This is an optimization exercise on Yosys and OpenROAD, whose aim is small area and a short achievable clock period, not a production implementation. For this run, only the layout was checked, not whether the RTL still works. No activity file was given, so power comes from the tool's default toggle rates.

--- design/flow/config.mk ---
export PLATFORM = sky130hd
export DESIGN_NAME = divider
export DESIGN_NICKNAME = divider
export VERILOG_FILES = /design/flow/design.v
export SDC_FILE = /design/flow/constraint.sdc
export NUM_CORES = 8
export LEC_CHECK = 0
export ABC_AREA = 1
export CAP_MARGIN = 20
export CORE_MARGIN = 2
export CORE_UTILIZATION = 40
export GPL_TIMING_DRIVEN = 0
export SLEW_MARGIN = 20
--- design/flow/constraint.sdc ---
create_clock -name core_clock -period 8.0 [get_ports {clk}]
set_input_delay 1.6000 -clock core_clock [delete_from_list [all_inputs] [get_ports {clk}]]
set_output_delay 1.6000 -clock core_clock [all_outputs]
set_load 0.01 [all_outputs]
--- design/flow/design.v ---
module divider
(
    input              clk,
    input              reset,
    input  [31:0]      A,
    input  [31:0]      B,
    input              start,
    input  [7:0]       Physical_address_in,
    input  [31:0]      PC_in,
    input              divider_op_in,
    output             divide_zero_exception,
    output [31:0]      Result,
    output [7:0]       Physical_address_out,
    output [31:0]      PC_out,
    output             done
);
    wire [31:0] x0 = A;
    wire [31:0] d0 = B;
    wire [33:0] e0 = {2'b0, B} + {1'b0, B, 1'b0};   
    wire        v0 = start;
    wire        op0 = divider_op_in;
    wire        z0 = (A != 32'd0) && (B == 32'd0);
    wire [7:0]  pa0 = Physical_address_in;
    wire [31:0] pc0 = PC_in;
    wire [31:0] x0_0 = x0;
    wire [1:0] s0_0_x = x0_0[31:30];
    wire [34:0] s0_0_m0 = 35'd0;
    wire [34:0] s0_0_m1 = {3'b0, d0};
    wire s0_0_h1 = ~|s0_0_m1[34:2];
    wire [2:0] s0_0_d1 = {1'b0, s0_0_x} - {1'b0, s0_0_m1[1:0]};
    wire s0_0_c1 = s0_0_h1 & ~s0_0_d1[2];
    wire [34:0] s0_0_m2 = {2'b0, d0, 1'b0};
    wire s0_0_h2 = ~|s0_0_m2[34:2];
    wire [2:0] s0_0_d2 = {1'b0, s0_0_x} - {1'b0, s0_0_m2[1:0]};
    wire s0_0_c2 = s0_0_h2 & ~s0_0_d2[2];
    wire [34:0] s0_0_m3 = {1'b0, e0};
    wire s0_0_h3 = ~|s0_0_m3[34:2];
    wire [2:0] s0_0_d3 = {1'b0, s0_0_x} - {1'b0, s0_0_m3[1:0]};
    wire s0_0_c3 = s0_0_h3 & ~s0_0_d3[2];
    wire [1:0] s0_0_t = s0_0_c3 ? s0_0_d3[1:0] : (s0_0_c2 ? s0_0_d2[1:0] : (s0_0_c1 ? s0_0_d1[1:0] : (s0_0_x)));
    wire [1:0] s0_0_q = s0_0_c3 ? 2'd3 : (s0_0_c2 ? 2'd2 : (s0_0_c1 ? 2'd1 : (0)));
    wire [31:0] x0_1 = {s0_0_t, x0_0[29:0]};
    wire [3:0] s0_1_x = x0_1[31:28];
    wire [34:0] s0_1_m0 = 35'd0;
    wire [34:0] s0_1_m1 = {3'b0, d0};
    wire s0_1_h1 = ~|s0_1_m1[34:4];
    wire [4:0] s0_1_d1 = {1'b0, s0_1_x} - {1'b0, s0_1_m1[3:0]};
    wire s0_1_c1 = s0_1_h1 & ~s0_1_d1[4];
    wire [34:0] s0_1_m2 = {2'b0, d0, 1'b0};
    wire s0_1_h2 = ~|s0_1_m2[34:4];
    wire [4:0] s0_1_d2 = {1'b0, s0_1_x} - {1'b0, s0_1_m2[3:0]};
    wire s0_1_c2 = s0_1_h2 & ~s0_1_d2[4];
    wire [34:0] s0_1_m3 = {1'b0, e0};
    wire s0_1_h3 = ~|s0_1_m3[34:4];
    wire [4:0] s0_1_d3 = {1'b0, s0_1_x} - {1'b0, s0_1_m3[3:0]};
    wire s0_1_c3 = s0_1_h3 & ~s0_1_d3[4];
    wire [3:0] s0_1_t = s0_1_c3 ? s0_1_d3[3:0] : (s0_1_c2 ? s0_1_d2[3:0] : (s0_1_c1 ? s0_1_d1[3:0] : (s0_1_x)));
    wire [1:0] s0_1_q = s0_1_c3 ? 2'd3 : (s0_1_c2 ? 2'd2 : (s0_1_c1 ? 2'd1 : (0)));
    wire [31:0] x0_2 = {s0_1_t, x0_1[27:0]};
    wire [4:0] s0_2_x = x0_2[31:27];
    wire [34:0] s0_2_m0 = 35'd0;
    wire [34:0] s0_2_m1 = {3'b0, d0};
    wire s0_2_h1 = ~|s0_2_m1[34:5];
    wire [5:0] s0_2_d1 = {1'b0, s0_2_x} - {1'b0, s0_2_m1[4:0]};
    wire s0_2_c1 = s0_2_h1 & ~s0_2_d1[5];
    wire [4:0] s0_2_t = s0_2_c1 ? s0_2_d1[4:0] : (s0_2_x);
    wire [0:0] s0_2_q = s0_2_c1 ? 1'd1 : (0);
    wire [31:0] x0_3 = {s0_2_t, x0_2[26:0]};
    wire [4:0] qn0 = {s0_0_q, s0_1_q, s0_2_q};
    reg [31:0] x1, d1;
    reg [33:0] e1;
    reg [4:0] q1;
    reg v1, op1, z1;
    reg [7:0] pa1;
    reg [31:0] pc1;
    always @(posedge clk) begin
        x1 <= x0_3;
        d1 <= d0;
        e1 <= e0;
        q1 <= qn0;
        op1 <= op0;
        z1 <= z0;
        pa1 <= pa0;
        pc1 <= pc0;
        v1 <= v0 & ~reset;
    end
    wire [31:0] x1_0 = x1;
    wire [6:0] s1_0_x = x1_0[31:25];
    wire [34:0] s1_0_m0 = 35'd0;
    wire [34:0] s1_0_m1 = {3'b0, d1};
    wire s1_0_h1 = ~|s1_0_m1[34:7];
    wire [7:0] s1_0_d1 = {1'b0, s1_0_x} - {1'b0, s1_0_m1[6:0]};
    wire s1_0_c1 = s1_0_h1 & ~s1_0_d1[7];
    wire [34:0] s1_0_m2 = {2'b0, d1, 1'b0};
    wire s1_0_h2 = ~|s1_0_m2[34:7];
    wire [7:0] s1_0_d2 = {1'b0, s1_0_x} - {1'b0, s1_0_m2[6:0]};
    wire s1_0_c2 = s1_0_h2 & ~s1_0_d2[7];
    wire [34:0] s1_0_m3 = {1'b0, e1};
    wire s1_0_h3 = ~|s1_0_m3[34:7];
    wire [7:0] s1_0_d3 = {1'b0, s1_0_x} - {1'b0, s1_0_m3[6:0]};
    wire s1_0_c3 = s1_0_h3 & ~s1_0_d3[7];
    wire [6:0] s1_0_t = s1_0_c3 ? s1_0_d3[6:0] : (s1_0_c2 ? s1_0_d2[6:0] : (s1_0_c1 ? s1_0_d1[6:0] : (s1_0_x)));
    wire [1:0] s1_0_q = s1_0_c3 ? 2'd3 : (s1_0_c2 ? 2'd2 : (s1_0_c1 ? 2'd1 : (0)));
    wire [31:0] x1_1 = {s1_0_t, x1_0[24:0]};
    wire [8:0] s1_1_x = x1_1[31:23];
    wire [34:0] s1_1_m0 = 35'd0;
    wire [34:0] s1_1_m1 = {3'b0, d1};
    wire s1_1_h1 = ~|s1_1_m1[34:9];
    wire [9:0] s1_1_d1 = {1'b0, s1_1_x} - {1'b0, s1_1_m1[8:0]};
    wire s1_1_c1 = s1_1_h1 & ~s1_1_d1[9];
    wire [34:0] s1_1_m2 = {2'b0, d1, 1'b0};
    wire s1_1_h2 = ~|s1_1_m2[34:9];
    wire [9:0] s1_1_d2 = {1'b0, s1_1_x} - {1'b0, s1_1_m2[8:0]};
    wire s1_1_c2 = s1_1_h2 & ~s1_1_d2[9];
    wire [34:0] s1_1_m3 = {1'b0, e1};
    wire s1_1_h3 = ~|s1_1_m3[34:9];
    wire [9:0] s1_1_d3 = {1'b0, s1_1_x} - {1'b0, s1_1_m3[8:0]};
    wire s1_1_c3 = s1_1_h3 & ~s1_1_d3[9];
    wire [8:0] s1_1_t = s1_1_c3 ? s1_1_d3[8:0] : (s1_1_c2 ? s1_1_d2[8:0] : (s1_1_c1 ? s1_1_d1[8:0] : (s1_1_x)));
    wire [1:0] s1_1_q = s1_1_c3 ? 2'd3 : (s1_1_c2 ? 2'd2 : (s1_1_c1 ? 2'd1 : (0)));
    wire [31:0] x1_2 = {s1_1_t, x1_1[22:0]};
    wire [9:0] s1_2_x = x1_2[31:22];
    wire [34:0] s1_2_m0 = 35'd0;
    wire [34:0] s1_2_m1 = {3'b0, d1};
    wire s1_2_h1 = ~|s1_2_m1[34:10];
    wire [10:0] s1_2_d1 = {1'b0, s1_2_x} - {1'b0, s1_2_m1[9:0]};
    wire s1_2_c1 = s1_2_h1 & ~s1_2_d1[10];
    wire [9:0] s1_2_t = s1_2_c1 ? s1_2_d1[9:0] : (s1_2_x);
    wire [0:0] s1_2_q = s1_2_c1 ? 1'd1 : (0);
    wire [31:0] x1_3 = {s1_2_t, x1_2[21:0]};
    wire [9:0] qn1 = {q1, s1_0_q, s1_1_q, s1_2_q};
    reg [31:0] x2, d2;
    reg [33:0] e2;
    reg [9:0] q2;
    reg v2, op2, z2;
    reg [7:0] pa2;
    reg [31:0] pc2;
    always @(posedge clk) begin
        x2 <= x1_3;
        d2 <= d1;
        e2 <= e1;
        q2 <= qn1;
        op2 <= op1;
        z2 <= z1;
        pa2 <= pa1;
        pc2 <= pc1;
        v2 <= v1 & ~reset;
    end
    wire [31:0] x2_0 = x2;
    wire [11:0] s2_0_x = x2_0[31:20];
    wire [34:0] s2_0_m0 = 35'd0;
    wire [34:0] s2_0_m1 = {3'b0, d2};
    wire s2_0_h1 = ~|s2_0_m1[34:12];
    wire [12:0] s2_0_d1 = {1'b0, s2_0_x} - {1'b0, s2_0_m1[11:0]};
    wire s2_0_c1 = s2_0_h1 & ~s2_0_d1[12];
    wire [34:0] s2_0_m2 = {2'b0, d2, 1'b0};
    wire s2_0_h2 = ~|s2_0_m2[34:12];
    wire [12:0] s2_0_d2 = {1'b0, s2_0_x} - {1'b0, s2_0_m2[11:0]};
    wire s2_0_c2 = s2_0_h2 & ~s2_0_d2[12];
    wire [34:0] s2_0_m3 = {1'b0, e2};
    wire s2_0_h3 = ~|s2_0_m3[34:12];
    wire [12:0] s2_0_d3 = {1'b0, s2_0_x} - {1'b0, s2_0_m3[11:0]};
    wire s2_0_c3 = s2_0_h3 & ~s2_0_d3[12];
    wire [11:0] s2_0_t = s2_0_c3 ? s2_0_d3[11:0] : (s2_0_c2 ? s2_0_d2[11:0] : (s2_0_c1 ? s2_0_d1[11:0] : (s2_0_x)));
    wire [1:0] s2_0_q = s2_0_c3 ? 2'd3 : (s2_0_c2 ? 2'd2 : (s2_0_c1 ? 2'd1 : (0)));
    wire [31:0] x2_1 = {s2_0_t, x2_0[19:0]};
    wire [13:0] s2_1_x = x2_1[31:18];
    wire [34:0] s2_1_m0 = 35'd0;
    wire [34:0] s2_1_m1 = {3'b0, d2};
    wire s2_1_h1 = ~|s2_1_m1[34:14];
    wire [14:0] s2_1_d1 = {1'b0, s2_1_x} - {1'b0, s2_1_m1[13:0]};
    wire s2_1_c1 = s2_1_h1 & ~s2_1_d1[14];
    wire [34:0] s2_1_m2 = {2'b0, d2, 1'b0};
    wire s2_1_h2 = ~|s2_1_m2[34:14];
    wire [14:0] s2_1_d2 = {1'b0, s2_1_x} - {1'b0, s2_1_m2[13:0]};
    wire s2_1_c2 = s2_1_h2 & ~s2_1_d2[14];
    wire [34:0] s2_1_m3 = {1'b0, e2};
    wire s2_1_h3 = ~|s2_1_m3[34:14];
    wire [14:0] s2_1_d3 = {1'b0, s2_1_x} - {1'b0, s2_1_m3[13:0]};
    wire s2_1_c3 = s2_1_h3 & ~s2_1_d3[14];
    wire [13:0] s2_1_t = s2_1_c3 ? s2_1_d3[13:0] : (s2_1_c2 ? s2_1_d2[13:0] : (s2_1_c1 ? s2_1_d1[13:0] : (s2_1_x)));
    wire [1:0] s2_1_q = s2_1_c3 ? 2'd3 : (s2_1_c2 ? 2'd2 : (s2_1_c1 ? 2'd1 : (0)));
    wire [31:0] x2_2 = {s2_1_t, x2_1[17:0]};
    wire [14:0] s2_2_x = x2_2[31:17];
    wire [34:0] s2_2_m0 = 35'd0;
    wire [34:0] s2_2_m1 = {3'b0, d2};
    wire s2_2_h1 = ~|s2_2_m1[34:15];
    wire [15:0] s2_2_d1 = {1'b0, s2_2_x} - {1'b0, s2_2_m1[14:0]};
    wire s2_2_c1 = s2_2_h1 & ~s2_2_d1[15];
    wire [14:0] s2_2_t = s2_2_c1 ? s2_2_d1[14:0] : (s2_2_x);
    wire [0:0] s2_2_q = s2_2_c1 ? 1'd1 : (0);
    wire [31:0] x2_3 = {s2_2_t, x2_2[16:0]};
    wire [14:0] qn2 = {q2, s2_0_q, s2_1_q, s2_2_q};
    reg [31:0] x3, d3;
    reg [33:0] e3;
    reg [14:0] q3;
    reg v3, op3, z3;
    reg [7:0] pa3;
    reg [31:0] pc3;
    always @(posedge clk) begin
        x3 <= x2_3;
        d3 <= d2;
        e3 <= e2;
        q3 <= qn2;
        op3 <= op2;
        z3 <= z2;
        pa3 <= pa2;
        pc3 <= pc2;
        v3 <= v2 & ~reset;
    end
    wire [31:0] x3_0 = x3;
    wire [16:0] s3_0_x = x3_0[31:15];
    wire [34:0] s3_0_m0 = 35'd0;
    wire [34:0] s3_0_m1 = {3'b0, d3};
    wire s3_0_h1 = ~|s3_0_m1[34:17];
    wire [17:0] s3_0_d1 = {1'b0, s3_0_x} - {1'b0, s3_0_m1[16:0]};
    wire s3_0_c1 = s3_0_h1 & ~s3_0_d1[17];
    wire [34:0] s3_0_m2 = {2'b0, d3, 1'b0};
    wire s3_0_h2 = ~|s3_0_m2[34:17];
    wire [17:0] s3_0_d2 = {1'b0, s3_0_x} - {1'b0, s3_0_m2[16:0]};
    wire s3_0_c2 = s3_0_h2 & ~s3_0_d2[17];
    wire [34:0] s3_0_m3 = {1'b0, e3};
    wire s3_0_h3 = ~|s3_0_m3[34:17];
    wire [17:0] s3_0_d3 = {1'b0, s3_0_x} - {1'b0, s3_0_m3[16:0]};
    wire s3_0_c3 = s3_0_h3 & ~s3_0_d3[17];
    wire [16:0] s3_0_t = s3_0_c3 ? s3_0_d3[16:0] : (s3_0_c2 ? s3_0_d2[16:0] : (s3_0_c1 ? s3_0_d1[16:0] : (s3_0_x)));
    wire [1:0] s3_0_q = s3_0_c3 ? 2'd3 : (s3_0_c2 ? 2'd2 : (s3_0_c1 ? 2'd1 : (0)));
    wire [31:0] x3_1 = {s3_0_t, x3_0[14:0]};
    wire [18:0] s3_1_x = x3_1[31:13];
    wire [34:0] s3_1_m0 = 35'd0;
    wire [34:0] s3_1_m1 = {3'b0, d3};
    wire s3_1_h1 = ~|s3_1_m1[34:19];
    wire [19:0] s3_1_d1 = {1'b0, s3_1_x} - {1'b0, s3_1_m1[18:0]};
    wire s3_1_c1 = s3_1_h1 & ~s3_1_d1[19];
    wire [34:0] s3_1_m2 = {2'b0, d3, 1'b0};
    wire s3_1_h2 = ~|s3_1_m2[34:19];
    wire [19:0] s3_1_d2 = {1'b0, s3_1_x} - {1'b0, s3_1_m2[18:0]};
    wire s3_1_c2 = s3_1_h2 & ~s3_1_d2[19];
    wire [34:0] s3_1_m3 = {1'b0, e3};
    wire s3_1_h3 = ~|s3_1_m3[34:19];
    wire [19:0] s3_1_d3 = {1'b0, s3_1_x} - {1'b0, s3_1_m3[18:0]};
    wire s3_1_c3 = s3_1_h3 & ~s3_1_d3[19];
    wire [18:0] s3_1_t = s3_1_c3 ? s3_1_d3[18:0] : (s3_1_c2 ? s3_1_d2[18:0] : (s3_1_c1 ? s3_1_d1[18:0] : (s3_1_x)));
    wire [1:0] s3_1_q = s3_1_c3 ? 2'd3 : (s3_1_c2 ? 2'd2 : (s3_1_c1 ? 2'd1 : (0)));
    wire [31:0] x3_2 = {s3_1_t, x3_1[12:0]};
    wire [19:0] s3_2_x = x3_2[31:12];
    wire [34:0] s3_2_m0 = 35'd0;
    wire [34:0] s3_2_m1 = {3'b0, d3};
    wire s3_2_h1 = ~|s3_2_m1[34:20];
    wire [20:0] s3_2_d1 = {1'b0, s3_2_x} - {1'b0, s3_2_m1[19:0]};
    wire s3_2_c1 = s3_2_h1 & ~s3_2_d1[20];
    wire [19:0] s3_2_t = s3_2_c1 ? s3_2_d1[19:0] : (s3_2_x);
    wire [0:0] s3_2_q = s3_2_c1 ? 1'd1 : (0);
    wire [31:0] x3_3 = {s3_2_t, x3_2[11:0]};
    wire [19:0] qn3 = {q3, s3_0_q, s3_1_q, s3_2_q};
    reg [31:0] x4, d4;
    reg [33:0] e4;
    reg [19:0] q4;
    reg v4, op4, z4;
    reg [7:0] pa4;
    reg [31:0] pc4;
    always @(posedge clk) begin
        x4 <= x3_3;
        d4 <= d3;
        e4 <= e3;
        q4 <= qn3;
        op4 <= op3;
        z4 <= z3;
        pa4 <= pa3;
        pc4 <= pc3;
        v4 <= v3 & ~reset;
    end
    wire [31:0] x4_0 = x4;
    wire [21:0] s4_0_x = x4_0[31:10];
    wire [34:0] s4_0_m0 = 35'd0;
    wire [34:0] s4_0_m1 = {3'b0, d4};
    wire s4_0_h1 = ~|s4_0_m1[34:22];
    wire [22:0] s4_0_d1 = {1'b0, s4_0_x} - {1'b0, s4_0_m1[21:0]};
    wire s4_0_c1 = s4_0_h1 & ~s4_0_d1[22];
    wire [34:0] s4_0_m2 = {2'b0, d4, 1'b0};
    wire s4_0_h2 = ~|s4_0_m2[34:22];
    wire [22:0] s4_0_d2 = {1'b0, s4_0_x} - {1'b0, s4_0_m2[21:0]};
    wire s4_0_c2 = s4_0_h2 & ~s4_0_d2[22];
    wire [34:0] s4_0_m3 = {1'b0, e4};
    wire s4_0_h3 = ~|s4_0_m3[34:22];
    wire [22:0] s4_0_d3 = {1'b0, s4_0_x} - {1'b0, s4_0_m3[21:0]};
    wire s4_0_c3 = s4_0_h3 & ~s4_0_d3[22];
    wire [21:0] s4_0_t = s4_0_c3 ? s4_0_d3[21:0] : (s4_0_c2 ? s4_0_d2[21:0] : (s4_0_c1 ? s4_0_d1[21:0] : (s4_0_x)));
    wire [1:0] s4_0_q = s4_0_c3 ? 2'd3 : (s4_0_c2 ? 2'd2 : (s4_0_c1 ? 2'd1 : (0)));
    wire [31:0] x4_1 = {s4_0_t, x4_0[9:0]};
    wire [23:0] s4_1_x = x4_1[31:8];
    wire [34:0] s4_1_m0 = 35'd0;
    wire [34:0] s4_1_m1 = {3'b0, d4};
    wire s4_1_h1 = ~|s4_1_m1[34:24];
    wire [24:0] s4_1_d1 = {1'b0, s4_1_x} - {1'b0, s4_1_m1[23:0]};
    wire s4_1_c1 = s4_1_h1 & ~s4_1_d1[24];
    wire [34:0] s4_1_m2 = {2'b0, d4, 1'b0};
    wire s4_1_h2 = ~|s4_1_m2[34:24];
    wire [24:0] s4_1_d2 = {1'b0, s4_1_x} - {1'b0, s4_1_m2[23:0]};
    wire s4_1_c2 = s4_1_h2 & ~s4_1_d2[24];
    wire [34:0] s4_1_m3 = {1'b0, e4};
    wire s4_1_h3 = ~|s4_1_m3[34:24];
    wire [24:0] s4_1_d3 = {1'b0, s4_1_x} - {1'b0, s4_1_m3[23:0]};
    wire s4_1_c3 = s4_1_h3 & ~s4_1_d3[24];
    wire [23:0] s4_1_t = s4_1_c3 ? s4_1_d3[23:0] : (s4_1_c2 ? s4_1_d2[23:0] : (s4_1_c1 ? s4_1_d1[23:0] : (s4_1_x)));
    wire [1:0] s4_1_q = s4_1_c3 ? 2'd3 : (s4_1_c2 ? 2'd2 : (s4_1_c1 ? 2'd1 : (0)));
    wire [31:0] x4_2 = {s4_1_t, x4_1[7:0]};
    wire [24:0] s4_2_x = x4_2[31:7];
    wire [34:0] s4_2_m0 = 35'd0;
    wire [34:0] s4_2_m1 = {3'b0, d4};
    wire s4_2_h1 = ~|s4_2_m1[34:25];
    wire [25:0] s4_2_d1 = {1'b0, s4_2_x} - {1'b0, s4_2_m1[24:0]};
    wire s4_2_c1 = s4_2_h1 & ~s4_2_d1[25];
    wire [24:0] s4_2_t = s4_2_c1 ? s4_2_d1[24:0] : (s4_2_x);
    wire [0:0] s4_2_q = s4_2_c1 ? 1'd1 : (0);
    wire [31:0] x4_3 = {s4_2_t, x4_2[6:0]};
    wire [24:0] qn4 = {q4, s4_0_q, s4_1_q, s4_2_q};
    reg [31:0] x5, d5;
    reg [33:0] e5;
    reg [24:0] q5;
    reg v5, op5, z5;
    reg [7:0] pa5;
    reg [31:0] pc5;
    always @(posedge clk) begin
        x5 <= x4_3;
        d5 <= d4;
        e5 <= e4;
        q5 <= qn4;
        op5 <= op4;
        z5 <= z4;
        pa5 <= pa4;
        pc5 <= pc4;
        v5 <= v4 & ~reset;
    end
    wire [31:0] x5_0 = x5;
    wire [26:0] s5_0_x = x5_0[31:5];
    wire [34:0] s5_0_m0 = 35'd0;
    wire [34:0] s5_0_m1 = {3'b0, d5};
    wire s5_0_h1 = ~|s5_0_m1[34:27];
    wire [27:0] s5_0_d1 = {1'b0, s5_0_x} - {1'b0, s5_0_m1[26:0]};
    wire s5_0_c1 = s5_0_h1 & ~s5_0_d1[27];
    wire [34:0] s5_0_m2 = {2'b0, d5, 1'b0};
    wire s5_0_h2 = ~|s5_0_m2[34:27];
    wire [27:0] s5_0_d2 = {1'b0, s5_0_x} - {1'b0, s5_0_m2[26:0]};
    wire s5_0_c2 = s5_0_h2 & ~s5_0_d2[27];
    wire [34:0] s5_0_m3 = {1'b0, e5};
    wire s5_0_h3 = ~|s5_0_m3[34:27];
    wire [27:0] s5_0_d3 = {1'b0, s5_0_x} - {1'b0, s5_0_m3[26:0]};
    wire s5_0_c3 = s5_0_h3 & ~s5_0_d3[27];
    wire [26:0] s5_0_t = s5_0_c3 ? s5_0_d3[26:0] : (s5_0_c2 ? s5_0_d2[26:0] : (s5_0_c1 ? s5_0_d1[26:0] : (s5_0_x)));
    wire [1:0] s5_0_q = s5_0_c3 ? 2'd3 : (s5_0_c2 ? 2'd2 : (s5_0_c1 ? 2'd1 : (0)));
    wire [31:0] x5_1 = {s5_0_t, x5_0[4:0]};
    wire [28:0] s5_1_x = x5_1[31:3];
    wire [34:0] s5_1_m0 = 35'd0;
    wire [34:0] s5_1_m1 = {3'b0, d5};
    wire s5_1_h1 = ~|s5_1_m1[34:29];
    wire [29:0] s5_1_d1 = {1'b0, s5_1_x} - {1'b0, s5_1_m1[28:0]};
    wire s5_1_c1 = s5_1_h1 & ~s5_1_d1[29];
    wire [34:0] s5_1_m2 = {2'b0, d5, 1'b0};
    wire s5_1_h2 = ~|s5_1_m2[34:29];
    wire [29:0] s5_1_d2 = {1'b0, s5_1_x} - {1'b0, s5_1_m2[28:0]};
    wire s5_1_c2 = s5_1_h2 & ~s5_1_d2[29];
    wire [34:0] s5_1_m3 = {1'b0, e5};
    wire s5_1_h3 = ~|s5_1_m3[34:29];
    wire [29:0] s5_1_d3 = {1'b0, s5_1_x} - {1'b0, s5_1_m3[28:0]};
    wire s5_1_c3 = s5_1_h3 & ~s5_1_d3[29];
    wire [28:0] s5_1_t = s5_1_c3 ? s5_1_d3[28:0] : (s5_1_c2 ? s5_1_d2[28:0] : (s5_1_c1 ? s5_1_d1[28:0] : (s5_1_x)));
    wire [1:0] s5_1_q = s5_1_c3 ? 2'd3 : (s5_1_c2 ? 2'd2 : (s5_1_c1 ? 2'd1 : (0)));
    wire [31:0] x5_2 = {s5_1_t, x5_1[2:0]};
    wire [29:0] s5_2_x = x5_2[31:2];
    wire [34:0] s5_2_m0 = 35'd0;
    wire [34:0] s5_2_m1 = {3'b0, d5};
    wire s5_2_h1 = ~|s5_2_m1[34:30];
    wire [30:0] s5_2_d1 = {1'b0, s5_2_x} - {1'b0, s5_2_m1[29:0]};
    wire s5_2_c1 = s5_2_h1 & ~s5_2_d1[30];
    wire [29:0] s5_2_t = s5_2_c1 ? s5_2_d1[29:0] : (s5_2_x);
    wire [0:0] s5_2_q = s5_2_c1 ? 1'd1 : (0);
    wire [31:0] x5_3 = {s5_2_t, x5_2[1:0]};
    wire [29:0] qn5 = {q5, s5_0_q, s5_1_q, s5_2_q};
    reg [31:0] x6, d6;
    reg [33:0] e6;
    reg [29:0] q6;
    reg v6, op6, z6;
    reg [7:0] pa6;
    reg [31:0] pc6;
    always @(posedge clk) begin
        x6 <= x5_3;
        d6 <= d5;
        e6 <= e5;
        q6 <= qn5;
        op6 <= op5;
        z6 <= z5;
        pa6 <= pa5;
        pc6 <= pc5;
        v6 <= v5 & ~reset;
    end
    wire [31:0] x6_0 = x6;
    wire [31:0] s6_0_x = x6_0[31:0];
    wire [34:0] s6_0_m0 = 35'd0;
    wire [34:0] s6_0_m1 = {3'b0, d6};
    wire s6_0_h1 = ~|s6_0_m1[34:32];
    wire [32:0] s6_0_d1 = {1'b0, s6_0_x} - {1'b0, s6_0_m1[31:0]};
    wire s6_0_c1 = s6_0_h1 & ~s6_0_d1[32];
    wire [34:0] s6_0_m2 = {2'b0, d6, 1'b0};
    wire s6_0_h2 = ~|s6_0_m2[34:32];
    wire [32:0] s6_0_d2 = {1'b0, s6_0_x} - {1'b0, s6_0_m2[31:0]};
    wire s6_0_c2 = s6_0_h2 & ~s6_0_d2[32];
    wire [34:0] s6_0_m3 = {1'b0, e6};
    wire s6_0_h3 = ~|s6_0_m3[34:32];
    wire [32:0] s6_0_d3 = {1'b0, s6_0_x} - {1'b0, s6_0_m3[31:0]};
    wire s6_0_c3 = s6_0_h3 & ~s6_0_d3[32];
    wire [31:0] s6_0_t = s6_0_c3 ? s6_0_d3[31:0] : (s6_0_c2 ? s6_0_d2[31:0] : (s6_0_c1 ? s6_0_d1[31:0] : (s6_0_x)));
    wire [1:0] s6_0_q = s6_0_c3 ? 2'd3 : (s6_0_c2 ? 2'd2 : (s6_0_c1 ? 2'd1 : (0)));
    wire [31:0] x6_1 = s6_0_t;
    wire [31:0] qn6 = {q6, s6_0_q};
    assign Result = op6 ? qn6 : x6_1;
    assign divide_zero_exception = z6;
    assign Physical_address_out = pa6;
    assign PC_out = pc6;
    assign done = v6;
endmodule
--- design/flow/run.sh ---
#!/bin/bash
# synth_recipe.tcl (not shown) runs the flow's synth.tcl, then flattens the netlist and writes it again
# the make line also repeats each setting of config.mk as NAME=value (left out here)
make -C /OpenROAD-flow-scripts/flow DESIGN_CONFIG=/design/flow/config.mk WORK_HOME=/design/flow/orfs CLKGATE_MAP_FILE= SYNTH_SCRIPT=/design/flow/synth_recipe.tcl finish
==> flow_summary.toml <==
[synth]
synthMostInstantiatedCell = "sky130_fd_sc_hd__nand2_1"
yosys_register_bits = 945
asyncSetResetFlopFracSynth = 0
synthAdderAreaFrac = 0.155
yosys-top-cells-area = "sky130_fd_sc_hd__dfxtp_1 (27%), sky130_fd_sc_hd__ha_1 (14%), sky130_fd_sc_hd__nand2_1 (14%)"
dominant_combinational_cell_family_by_area_after_synthesis = "simple AND/OR/NAND/NOR gates"
yosysWarnings = 1
synthXorXnorAreaFrac = 0.0621
share_of_synthesized_area_occupied_by_flip_flops_and_latches = 0.271
distinct_cells_synth = 71
cell_area_after_synthesis_mm2 = 0.0699
post_synth_top_area_share = 0.271
postSynthCellCount = 10193
synth-edff-count = 0
synth-main-ff-cell = "sky130_fd_sc_hd__dfxtp_1"
synthesis.nets = 11141
synth_mux_area_frac = 0
synthesized_area_per_cell_um2 = 6.86
synth_compound_area_frac = 0.146
netlist.top_cell.by_area = "sky130_fd_sc_hd__dfxtp_1"
netlist_top_cells_count = "sky130_fd_sc_hd__nand2_1 (2648), sky130_fd_sc_hd__inv_1 (1243), sky130_fd_sc_hd__dfxtp_1 (945)"
yosys.area_share.simple = 0.287

[worst_setup_path]
critical-path-slowest-cell = "sky130_fd_sc_hd__dfxtp_2"
critical_path_peak_fanout = 10
r2r.worst_path.cells = 40
cpMostUsedCell = "sky130_fd_sc_hd__nand2_1"
critPathKind = "register to register"
capturing_element_type_of_the_critical_path = "register"
rrSetupSlack_ns = 0.18
timing.critical_path.from_type = "register"
critical_path.reg2reg.endpoint = "x6[25]$_DFF_P_"
crit_arrival_ns = 8.43
worst_r2r_startpoint = "d5[26]$_DFF_P_"
critical_path_required_ns = 8.61
worst_path_largest_cell_delay_ns = 0.55

[global_route]
number_of_antenna_violations_at_the_first_check_in_global_routing = 6
grt_util_all_layers = 0.313
grt_pass1_wl_mm = 418
first_global_vias = 66899
grt.overflow.total = 0
grt_start_max_net_pins = 17

[route]
vias_per_cell = 5.40
routed_wirelength_mm = 289
drt_pre_antenna_iters = 8
detail_route.iter0.violations = 6127
remaining_drc_errors = 0
drt-wirelength-per-cell_um = 22.2
detailroute.via_count = 70149
route.antenna.remaining_nets = 0

[pwr]
p_per_area_mw_per_mm2 = 215
vdd.ir_drop.worst_v = 0.000218
p_leak_nw = 39.4

[clocking]
cts-hold-fix-buffers = 0
ctsHtreeMaxLevel = 3
clock_buffer_count_from_cts = 96
clock_tree.root_cell = "sky130_fd_sc_hd__clkbuf_16"
cts_num_sinks = 945
cts.clk_slew.worst_paths_ns = 0.07
clkLatencyLatePin_ns = 0.77
max-clock-path-buffers = 3
tritoncts_clock_tree = "done"

[floorplanning]
floorplan.initialDensity = 0.402
floorplan.die_area_mm2 = 0.178
overall_die_width_um = 422
floorplan.io_pins = 182
dieHeight_um = 422
area_inside_the_core_boundary_mm2 = 0.174
fp-row-count = 153

[place]
placement.io_buffers = 181
dpl.cell_count = 12699
gp_congestion = 1.08
dpl.hpwl_mm = 239

[sta]
layout_worst_path_cycle_share = 0.977
worst_clock_skew_ns = 0.0864
fmax_ghz = 0.128
hold_violation_count_in_the_final_report = 0
finalWorstPathRequiredPeriod_ns = 7.82
slew_viol_final = 0
slew_headroom = 0.276
hold-worst-slack_ns = 0.246
report.final.setup_viol = 0
max_slew.worst_pin.slew_ns = 1.08

[final_layout]
fin_nets = 11523
layout.core_utilization = 0.460
post_layout_nonfiller_instances = 12979
ff_latch_area_mm2 = 0.0190
layout-area-overhead-vs-synth_pct = 14.4
multi_input_comb_area_mm2 = 0.0462
fill_cells = 18147
final_layout_size_suffix_gt1_frac = 0.0747

[min_path]
hold_start = "q5[10]$_DFF_P_"
worst_hold_path.endpoint = "q6[15]$_DFF_P_"
min_path_cells = 0
hold_path_class = "register to register"

[run_status]
outcome = "complete, no violations"

[job]
max_cap_viol_count = 0
kinds of logic (layout without fill, tap and decap cells):
family                   after synthesis  count (layout)
AO/OA/AOI/OAI                       1794            1794
XOR/XNOR                             495             495
adder cells (fa/ha/maj)              840             840
buffers and inverters               1397            1852
flip-flops                           945             945
other                                  0               6
AND/OR/NAND/NOR                     4722            4722
critical path, delay by kind of cell, from the launching register on:
kind                     cells  cell delay (ns)
AO/OA/AOI/OAI                7             1.23
adder cells (fa/ha/maj)      3             1.19
buffers and inverters        8             1.52
flip-flops                   1             0.55
AND/OR/NAND/NOR             22             3.14
flip-flops by register name (all words and copies together), names as in the netlist, 34 cells and up:
register and flops:
e4 34, e2 34, e1 34, e3 34, e6 34, e5 34
per-stage QoR:
| step | setup slack, ns | area [µm²] | total power [mW] | TNS (ns) |
|---|---|---|---|---|
| 2_1_floorplan | 2.07 | 69900 | 10.0 | 0 |
| 3_3_place_gp | -0.748 | 74600 | 12.2 | -38.82 |
| 3_5_place_dp | -0.782 | 74600 | 12.2 | -43.79 |
| 4_1_cts | 0.00687 | 78500 | 17.0 | 0 |
| 5_1_grt | -0.0176 | 79900 | 18.2 | -0.0665 |
| 6_report | 0.181 | 79900 | 17.2 | 0 |
final cells by class:
cell class | instances | share of cell area
antenna | 6 | 0.000188
buffer | 130 | 0.0102
clock buffer | 116 | 0.0321
clock inverter | 55 | 0.00977
inverter | 1267 | 0.0619
multi-input combinational | 7851 | 0.578
sequential | 945 | 0.237
tap | 2325 | 0.0364
timing repair buffer | 284 | 0.0344
routing by layer:
metal	up-vias	GRT usage	wire length, µm
met4	6	0.219	23000
li1	34491	-	-
met5	-	0	45
met3	736	0.0418	18400
met1	32294	0.382	118000
met2	2622	0.508	129000
cell usage in the layout, fill, tap and decap left out, drive strengths merged, types with 39 or more instances in the layout:
| master | instances |
|---|---|
| nand2 | 2691 |
| a31oi | 40 |
| nand3 | 766 |
| dfxtp | 945 |
| fa | 45 |
| o21bai | 96 |
| nand3b | 39 |
| clkdlybuf4s50 | 181 |
| and2 | 67 |
| ha | 795 |
| nor4 | 50 |
| or2 | 78 |
| buf | 196 |
| xnor2 | 222 |
| a21oi | 836 |
| nand4 | 122 |
| clkinvlp | 53 |
| a21o | 79 |
| a21boi | 53 |
| o211ai | 72 |
| nor3 | 112 |
| nor2 | 788 |
| inv | 1235 |
| o21ai | 521 |
| xor2 | 273 |
| clkbuf | 153 |
power by group:
part	total (mW)	leakage, nW	internal, mW	switching (mW)
Clock	4.71	1.63	2.65	2.06
Combinational	6.98	29.9	2.45	4.53
Sequential	5.50	7.93	5.09	0.413
Total	17.2	39.4	10.2	7.00
how the worst max path moves through the flow:
stage,end,cells past startpoint,startpoint,slack [ns]
finish,x6[25]$_DFF_P_,40,d5[26]$_DFF_P_,0.18
global route,x6[25]$_DFF_P_,44,d5[20]$_DFF_P_,-0.02
CTS,x5[29]$_DFF_P_,39,d4[17]$_DFF_P_,0.007
detailed placement,x6[17]$_DFF_P_,40,d5[19]$_DFF_P_,-0.78
global placement,x6[17]$_DFF_P_,38,d5[1]$_DFF_P_,-0.75
floorplan,x4[30]$_DFF_P_,44,d3[1]$_DFF_P_,2.07
timing repair:
item / CTS / global route
cloned: 0 / 0
gates resized for setup: 80 / 228
setup buffers: 41 / 62
pin swaps: 0 / 15
endpoints found under the setup margin: 88 / 94

## afterwards: timing with drivers on the ports
How much do the figures lean on ideal ports? The routed layout below was timed once more, with nothing changed but the port constraints. Step 1 (the two cells are an assumption about what drives the block):
set clk [get_ports {clk}]
set_driving_cell -lib_cell sky130_fd_sc_hd__clkbuf_16 $clk
set_driving_cell -lib_cell sky130_fd_sc_hd__buf_2 [delete_from_list [all_inputs] $clk]
Step 2 moves the port delays by t, midway between the first and last clock arrival at a register: inputs arrive t later, outputs are due t later. That takes back most of the time a late clock gives input paths. Three values: no drivers, after step 1, after step 2; two values: the first two.
t (ns): 0.807
setup WS [ns]: 0.181 / 0.181 / 0.181
clock arrival spread, ns: 0.089 / 0.089
worst register clock-pin slew, ns: 0.07 / 0.07
worst data-port slew with drivers (ns): 0.04
After both steps this run still meets setup and hold. The setup slack of this run moves by 0.000 ns with the drivers and by 0.000 ns with both steps.
